Context: an optimization exercise on an open-source flow, tuned for small area, a short achievable clock period and few clock cycles per item. The choices shown serve that exercise and are no tape-out recipe.
RTL that was checked went through simulation tests only; none was proved equivalent to the original.

==> v24: inputs <==
==> flow/design.v <==
`timescale 1ns / 10ps
module MGU #(
	parameter VPropWidth   = 32,
	parameter EIndexWidth  = 32,
	parameter EDegreeWidth = 30,
	parameter DataWidth    = 512,
	parameter MsgWidth     = 64,
	parameter VMUDataWidth = 94
)(
    input 						 clk,
	input 						 resetn,
	output reg    [MsgWidth-1:0] FIFO_data_msg,
	output                       FIFO_write_msg,
    input                        FIFO_full_msg,
	input     [VMUDataWidth-1:0] FIFO_data_vmu_a,
	output                       FIFO_read_vmu_a,
	input                        FIFO_empty_vmu_a,
	input                        FIFO_read_valid_vmu_a,
	input     [VMUDataWidth-1:0] FIFO_data_vmu_b,
	output                       FIFO_read_vmu_b,
	input                        FIFO_empty_vmu_b,
	input                        FIFO_read_valid_vmu_b,
	output       [EIndexWidth-1:0] read_addr,
	input	     [DataWidth-1:0] read_data,
	output	   			         start_rd,
	input                        end_rd
);
localparam [1:0] S_RST = 2'd0, S_IDLE = 2'd1, S_WAIT = 2'd2, S_DATA = 2'd3;
reg  [1:0]  state;
reg  [30:0] prop;        
reg  [13:0] nblk;        
reg  [29:0] rem;         
reg         rem1;        
reg         rem2;        
reg  [7:0]  slot;        
reg  [7:0]  slot_n;      
reg         msg_v;       
reg         full_q;      
wire        rv  = FIFO_read_valid_vmu_a | FIFO_read_valid_vmu_b;
wire [93:0] rec = ({94{FIFO_read_valid_vmu_a}} & FIFO_data_vmu_a) |
                  ({94{FIFO_read_valid_vmu_b}} & FIFO_data_vmu_b);
wire idle    = (state == S_IDLE);
wire wait_rd = (state == S_WAIT);
wire data    = (state == S_DATA);
wire cap     = data & (~msg_v | ~full_q);    
wire newrec  = rv & state[0];                
wire nextblk = cap & slot[7] & ~rem1;
assign FIFO_write_msg = msg_v & ~full_q;
assign start_rd       = newrec | nextblk;
assign read_addr      = {12'h44a, rec[46:33] | ({14{~rv}} & nblk), 6'b000000};
wire last_d  = data & (cap ? (~slot[7] & rem2) : rem1);
wire last_w  = wait_rd & rem1 & ~(msg_v & full_q);
wire want    = resetn & ((idle & ~rv) |
                         (~FIFO_full_msg & last_d) |
                         (end_rd & last_w) |
                         (end_rd & wait_rd & rem1 & ~FIFO_full_msg));
assign FIFO_read_vmu_a = want & ~FIFO_empty_vmu_a;
assign FIFO_read_vmu_b = want & FIFO_empty_vmu_a & ~FIFO_empty_vmu_b;
reg [15:0] weight;
reg [32:0] neighbor;
integer i;
always @* begin
    weight   = 16'd0;
    neighbor = 33'd0;
    for (i = 0; i < 8; i = i + 1) begin
        weight   = weight | ({16{slot[i]}} &
                   {read_data[64*i+48 +: 8], read_data[64*i+56 +: 8]});
        neighbor = neighbor | ({33{~slot_n[i]}} &
                   {read_data[64*i+8], read_data[64*i+16 +: 8], read_data[64*i+24 +: 8],
                    read_data[64*i+32 +: 8], read_data[64*i+40 +: 8]});
    end
end
wire [16:0] sum_lo = {1'b0, prop[15:0]} + {1'b0, weight};
wire [14:0] sum_hi = sum_lo[16] ? prop[30:16] + 15'd1 : prop[30:16];
always @(posedge clk) begin
    full_q <= FIFO_full_msg;
    if (cap)
        FIFO_data_msg <= {neighbor, sum_hi, sum_lo[15:0]};
    if (newrec) begin
        prop   <= rec[92:62];
        nblk   <= rec[46:33];
        rem    <= rec[29:0];
        rem1   <= (rec[29:0] == 30'd1);
        rem2   <= (rec[29:0] == 30'd2);
        slot   <= 8'd1 << rec[32:30];
        slot_n <= ~(8'd1 << rec[32:30]);
    end else begin
        if (wait_rd & end_rd)
            nblk <= nblk + 14'd1;
        if (cap) begin
            rem    <= rem - 30'd1;
            rem1   <= rem2;
            rem2   <= (rem == 30'd3);
            slot   <= {slot[6:0], slot[7]};
            slot_n <= {slot_n[6:0], slot_n[7]};
        end
    end
    if (~resetn) begin
        state <= S_RST;
        msg_v <= 1'b0;
    end else begin
        msg_v <= cap | (msg_v & full_q);
        case (state)
        S_RST:  state <= S_IDLE;
        S_IDLE: if (rv) state <= S_WAIT;
        S_WAIT: if (end_rd) state <= S_DATA;
        S_DATA: if (cap & (slot[7] | rem1)) state <= (rem1 & ~rv) ? S_IDLE : S_WAIT;
        endcase
    end
end
endmodule
==> flow/flow/run.sh <==
#!/bin/bash
# Standard layout, except that the port buffers use the smallest buffer cell.
set -euo pipefail
export BUFFER_PORTS_ARGS="-buffer_cell sky130_fd_sc_hd__buf_1"
bash standard.sh finish > standard_make.log 2>&1
==> flow/standard.sh <==
#!/bin/bash
# synth_recipe.tcl (not shown) runs the flow's synth.tcl, then flattens the netlist and writes it again
# the make line also repeats each setting of config.mk as NAME=value (left out here)
make -C /OpenROAD-flow-scripts/flow DESIGN_CONFIG=/design/flow/config.mk WORK_HOME=/design/flow/orfs CLKGATE_MAP_FILE= SYNTH_SCRIPT=/design/flow/synth_recipe.tcl "${@:-finish}"
==> flow/config.mk <==
export PLATFORM = sky130hd
export DESIGN_NAME = MGU
export DESIGN_NICKNAME = MGU
export VERILOG_FILES = /design/flow/design.v
export SDC_FILE = /design/flow/constraint.sdc
export NUM_CORES = 4
export LEC_CHECK = 0
export CAP_MARGIN = 20
export CORE_AREA = 10 10 290 290
export DIE_AREA = 0 0 300 300
export PLACE_DENSITY = 0.6
export SETUP_SLACK_MARGIN = 1.0
export SLEW_MARGIN = 20
==> flow/constraint.sdc <==
create_clock -name core_clock -period 4.0 [get_ports {clk}]
set_input_delay 0.8000 -clock core_clock [delete_from_list [all_inputs] [get_ports {clk}]]
set_output_delay 0.8000 -clock core_clock [all_outputs]
set_load 0.01 [all_outputs]
==> v6: changes against v24 <==
==> flow/design.v (replaced) <==
`timescale 1ns / 10ps
module MGU #(
	parameter VPropWidth   = 32,
	parameter EIndexWidth  = 32,
	parameter EDegreeWidth = 30,
	parameter DataWidth    = 512,
	parameter MsgWidth     = 64,
	parameter VMUDataWidth = 94
)(
    input 						 clk,
	input 						 resetn,
	output reg    [MsgWidth-1:0] FIFO_data_msg,
	output                       FIFO_write_msg,
    input                        FIFO_full_msg,
	input     [VMUDataWidth-1:0] FIFO_data_vmu_a,
	output                       FIFO_read_vmu_a,
	input                        FIFO_empty_vmu_a,
	input                        FIFO_read_valid_vmu_a,
	input     [VMUDataWidth-1:0] FIFO_data_vmu_b,
	output                       FIFO_read_vmu_b,
	input                        FIFO_empty_vmu_b,
	input                        FIFO_read_valid_vmu_b,
	output       [EIndexWidth-1:0] read_addr,
	input	     [DataWidth-1:0] read_data,
	output	   			         start_rd,
	input                        end_rd
);
localparam [1:0] S_RST = 2'd0, S_IDLE = 2'd1, S_WAIT = 2'd2, S_DATA = 2'd3;
reg  [1:0]  state;
reg  [30:0] prop;        
reg  [13:0] blk;         
reg  [7:0]  slot;        
reg  [29:0] rem;         
reg         msg_v;       
reg         full_q;      
wire        rv  = FIFO_read_valid_vmu_a | FIFO_read_valid_vmu_b;
wire [93:0] rec = ({94{FIFO_read_valid_vmu_a}} & FIFO_data_vmu_a) |
                  ({94{FIFO_read_valid_vmu_b}} & FIFO_data_vmu_b);
wire data    = (state == S_DATA);
wire cap     = data & (~msg_v | ~full_q);    
wire rem1    = (rem == 30'd1);
wire rem2    = (rem == 30'd2);
wire newrec  = rv & state[0];                
wire nextblk = cap & slot[7] & ~rem1;
assign FIFO_write_msg = msg_v & ~full_q;
assign start_rd       = newrec | nextblk;
assign read_addr      = {12'h44a, rv ? rec[46:33] : blk + 14'd1, 6'b000000};
wire msg_v_n = cap | (msg_v & full_q);
wire cap_n   = ~FIFO_full_msg | ~msg_v_n;
wire last_n  = (data & cap & ~slot[7] & rem2) |
               (data & ~cap & rem1) |
               ((state == S_WAIT) & end_rd & rem1);
wire want    = resetn & (((state == S_IDLE) & ~rv) | (last_n & cap_n));
assign FIFO_read_vmu_a = want & ~FIFO_empty_vmu_a;
assign FIFO_read_vmu_b = want & FIFO_empty_vmu_a & ~FIFO_empty_vmu_b;
reg [63:0] e;
integer i;
always @* begin
    e = 64'd0;
    for (i = 0; i < 8; i = i + 1)
        e = e | ({64{slot[i]}} & read_data[64*i +: 64]);
end
wire [15:0] weight   = {e[55:48], e[63:56]};
wire [32:0] neighbor = {e[8], e[23:16], e[31:24], e[39:32], e[47:40]};
wire [16:0] sum_lo   = {1'b0, prop[15:0]} + {1'b0, weight};
wire [14:0] sum_hi   = sum_lo[16] ? prop[30:16] + 15'd1 : prop[30:16];
always @(posedge clk) begin
    full_q <= FIFO_full_msg;
    if (cap)
        FIFO_data_msg <= {neighbor, sum_hi, sum_lo[15:0]};
    if (newrec) begin
        prop <= rec[92:62];
        blk  <= rec[46:33];
        slot <= 8'd1 << rec[32:30];
        rem  <= rec[29:0];
    end else if (cap) begin
        rem  <= rem - 30'd1;
        slot <= {slot[6:0], slot[7]};
        if (slot[7]) blk <= blk + 14'd1;
    end
    if (~resetn) begin
        state <= S_RST;
        msg_v <= 1'b0;
    end else begin
        msg_v <= msg_v_n;
        case (state)
        S_RST:  state <= S_IDLE;
        S_IDLE: if (rv) state <= S_WAIT;
        S_WAIT: if (end_rd) state <= S_DATA;
        S_DATA: if (cap & (slot[7] | rem1)) state <= (rem1 & ~rv) ? S_IDLE : S_WAIT;
        endcase
    end
end
endmodule
Settings changed: SETUP_SLACK_MARGIN 1.0 to default.
==> v37: changes against v24 <==
==> flow/design.v (replaced) <==
`timescale 1ns / 10ps
module MGU #(
	parameter VPropWidth   = 32,
	parameter EIndexWidth  = 32,
	parameter EDegreeWidth = 30,
	parameter DataWidth    = 512,
	parameter MsgWidth     = 64,
	parameter VMUDataWidth = 94
)(
    input 						 clk,
	input 						 resetn,
	output reg    [MsgWidth-1:0] FIFO_data_msg,
	output                       FIFO_write_msg,
    input                        FIFO_full_msg,
	input     [VMUDataWidth-1:0] FIFO_data_vmu_a,
	output                       FIFO_read_vmu_a,
	input                        FIFO_empty_vmu_a,
	input                        FIFO_read_valid_vmu_a,
	input     [VMUDataWidth-1:0] FIFO_data_vmu_b,
	output                       FIFO_read_vmu_b,
	input                        FIFO_empty_vmu_b,
	input                        FIFO_read_valid_vmu_b,
	output       [EIndexWidth-1:0] read_addr,
	input	     [DataWidth-1:0] read_data,
	output	   			         start_rd,
	input                        end_rd
);
localparam [1:0] S_RST = 2'd0, S_IDLE = 2'd1, S_WAIT = 2'd2, S_DATA = 2'd3;
reg  [1:0]  state;
reg  [30:0] prop;        
reg  [13:0] nblk;        
reg         rem1;        
reg         rem2;        
reg  [7:0]  slot;        
reg  [29:0] rem;         
reg         msg_v;       
reg         full_q;      
wire        rv  = FIFO_read_valid_vmu_a | FIFO_read_valid_vmu_b;
wire [93:0] rec = ({94{FIFO_read_valid_vmu_a}} & FIFO_data_vmu_a) |
                  ({94{FIFO_read_valid_vmu_b}} & FIFO_data_vmu_b);
wire data    = (state == S_DATA);
wire cap     = data & (~msg_v | ~full_q);    
wire newrec  = rv & state[0];                
wire nextblk = cap & slot[7] & ~rem1;
assign FIFO_write_msg = msg_v & ~full_q;
assign start_rd       = newrec | nextblk;
assign read_addr      = {12'h44a, rec[46:33] | ({14{~rv}} & nblk), 6'b000000};
wire msg_v_n = cap | (msg_v & full_q);
wire cap_n   = ~FIFO_full_msg | ~msg_v_n;
wire last_n  = (data & cap & ~slot[7] & rem2) |
               (data & ~cap & rem1) |
               ((state == S_WAIT) & end_rd & rem1);
wire want    = resetn & (((state == S_IDLE) & ~rv) | (last_n & cap_n));
assign FIFO_read_vmu_a = want & ~FIFO_empty_vmu_a;
assign FIFO_read_vmu_b = want & FIFO_empty_vmu_a & ~FIFO_empty_vmu_b;
reg [63:0] e;
integer i;
always @* begin
    e = 64'd0;
    for (i = 0; i < 8; i = i + 1)
        e = e | ({64{slot[i]}} & read_data[64*i +: 64]);
end
wire [15:0] weight   = {e[55:48], e[63:56]};
wire [32:0] neighbor = {e[8], e[23:16], e[31:24], e[39:32], e[47:40]};
reg  [15:0] gg, tt;
reg  [16:0] cc;
reg  [14:0] ones;        
integer l, k;
always @* begin
    gg = prop[15:0] & weight;
    tt = prop[15:0] | weight;
    for (l = 0; l < 4; l = l + 1)
        for (k = 0; k < 16; k = k + 1)
            if (k[l]) begin
                gg[k] = gg[k] | (tt[k] & gg[((k >> l) << l) - 1]);
                tt[k] = tt[k] & tt[((k >> l) << l) - 1];
            end
    cc = {gg, 1'b0};
    ones[0] = 1'b1;
    for (k = 1; k < 15; k = k + 1)
        ones[k] = ones[k-1] & prop[16+k-1];
end
wire [15:0] sum_lo = prop[15:0] ^ weight ^ cc[15:0];
wire [14:0] sum_hi = prop[30:16] ^ ({15{cc[16]}} & ones);
always @(posedge clk) begin
    full_q <= FIFO_full_msg;
    if (cap)
        FIFO_data_msg <= {neighbor, sum_hi, sum_lo};
    if (newrec) begin
        prop <= rec[92:62];
        nblk <= rec[46:33] + 14'd1;
        rem1 <= (rec[29:0] == 30'd1);
        rem2 <= (rec[29:0] == 30'd2);
        slot <= 8'd1 << rec[32:30];
        rem  <= rec[29:0];
    end else if (cap) begin
        rem  <= rem - 30'd1;
        slot <= {slot[6:0], slot[7]};
        rem1 <= rem2;
        rem2 <= (rem == 30'd3);
        if (slot[7]) nblk <= nblk + 14'd1;
    end
    if (~resetn) begin
        state <= S_RST;
        msg_v <= 1'b0;
    end else begin
        msg_v <= msg_v_n;
        case (state)
        S_RST:  state <= S_IDLE;
        S_IDLE: if (rv) state <= S_WAIT;
        S_WAIT: if (end_rd) state <= S_DATA;
        S_DATA: if (cap & (slot[7] | rem1)) state <= (rem1 & ~rv) ? S_IDLE : S_WAIT;
        endcase
    end
end
endmodule
==> flow/flow/run.sh (replaced) <==
#!/bin/bash
# Standard layout, except that the port buffers use the smallest buffer cell
# and synthesis leaves adders to ABC instead of mapping them to adder cells.
set -euo pipefail
export BUFFER_PORTS_ARGS="-buffer_cell sky130_fd_sc_hd__buf_1"
bash standard.sh ADDER_MAP_FILE= finish > standard_make.log 2>&1
==> reports/results.ini <==
[routing]
vias=11860

[power_and_ir_drop]
sw_frac_of_total=0.3400
power_leader=registers

[placement]
dp_hpwl_um=60760

[status]
outcome=complete, no violations

[clock_tree]
cts.sinks=153

[setup_path]
timing.rr.start=slot[6]

[final_layout]
inv_count=13
nNetsFinal=2351

[timing]
worst_pin_slew_ps=691.1

# the run above: v37

==> reports/results.ini <==
[routing]
vias=12870

[timing]
worst_pin_slew_ps=812.2

[power_and_ir_drop]
power_leader=combinational logic
sw_frac_of_total=0.4246

[final_layout]
inv_count=277
stdcell_area_um2=16510

[setup_path]
setup.worst_path.end=FIFO_data_msg[24]
timing.rr.start=slot[4]

[clock_tree]
cts.sinks=161

[status]
outcome=complete, no violations

[placement]
dp_hpwl_um=54650

[job]
cap_violations=0

# the run above: v24

==> reports/results.ini <==
[final_layout]
nNetsFinal=2318
inv_count=6

[timing]
worst_pin_slew_ps=1080

[power_and_ir_drop]
power_leader=registers
sw_frac_of_total=0.3560

[setup_path]
timing.rr.start=slot[0]

[status]
outcome=complete, no violations

[placement]
dp_hpwl_um=62260

# the run above: v6

Testbench counts of v6, summed over its fixed seeds: cycles 16,922, messages 9,789.
Only the layout flow was run in v24 and v37; the RTL was not checked for function there.

==> re-timing with driven ports <==
The flow's constraints put no driver on any port. The routed layouts listed below were extracted and timed again, unchanged, in two steps. Step 1 assumes that a clkbuf_16 drives the clock port and a buf_2 every other input. Step 2 moves the port delays by t, midway between the first and last clock arrival at a register: inputs arrive t later, outputs are due t later. That takes back most of the time a late clock gives input paths. Slacks: ideal ports / drivers / drivers and shift; pairs: ideal ports / drivers.
run	t, ns	slack for setup (ns)	hold slack, ns	worst setup path at the end	worst slew at a driven data input, ns
v24	0.533	0.625 / 0.625 / 0.187	0.463 / 0.450 / 0.563	input to register	0.23
v6	0.528	0.180 / 0.131 / -0.088	0.466 / 0.487 / 0.568	input to register	0.28
v37	0.538	0.747 / 0.747 / 0.429	0.499 / 0.492 / 0.553	input to register	0.28
Met with ideal ports but missed after step 2: setup timing in v6. The setup slack of v24, which loses most, moves by 0.000 ns with the drivers and by -0.438 ns with both steps.
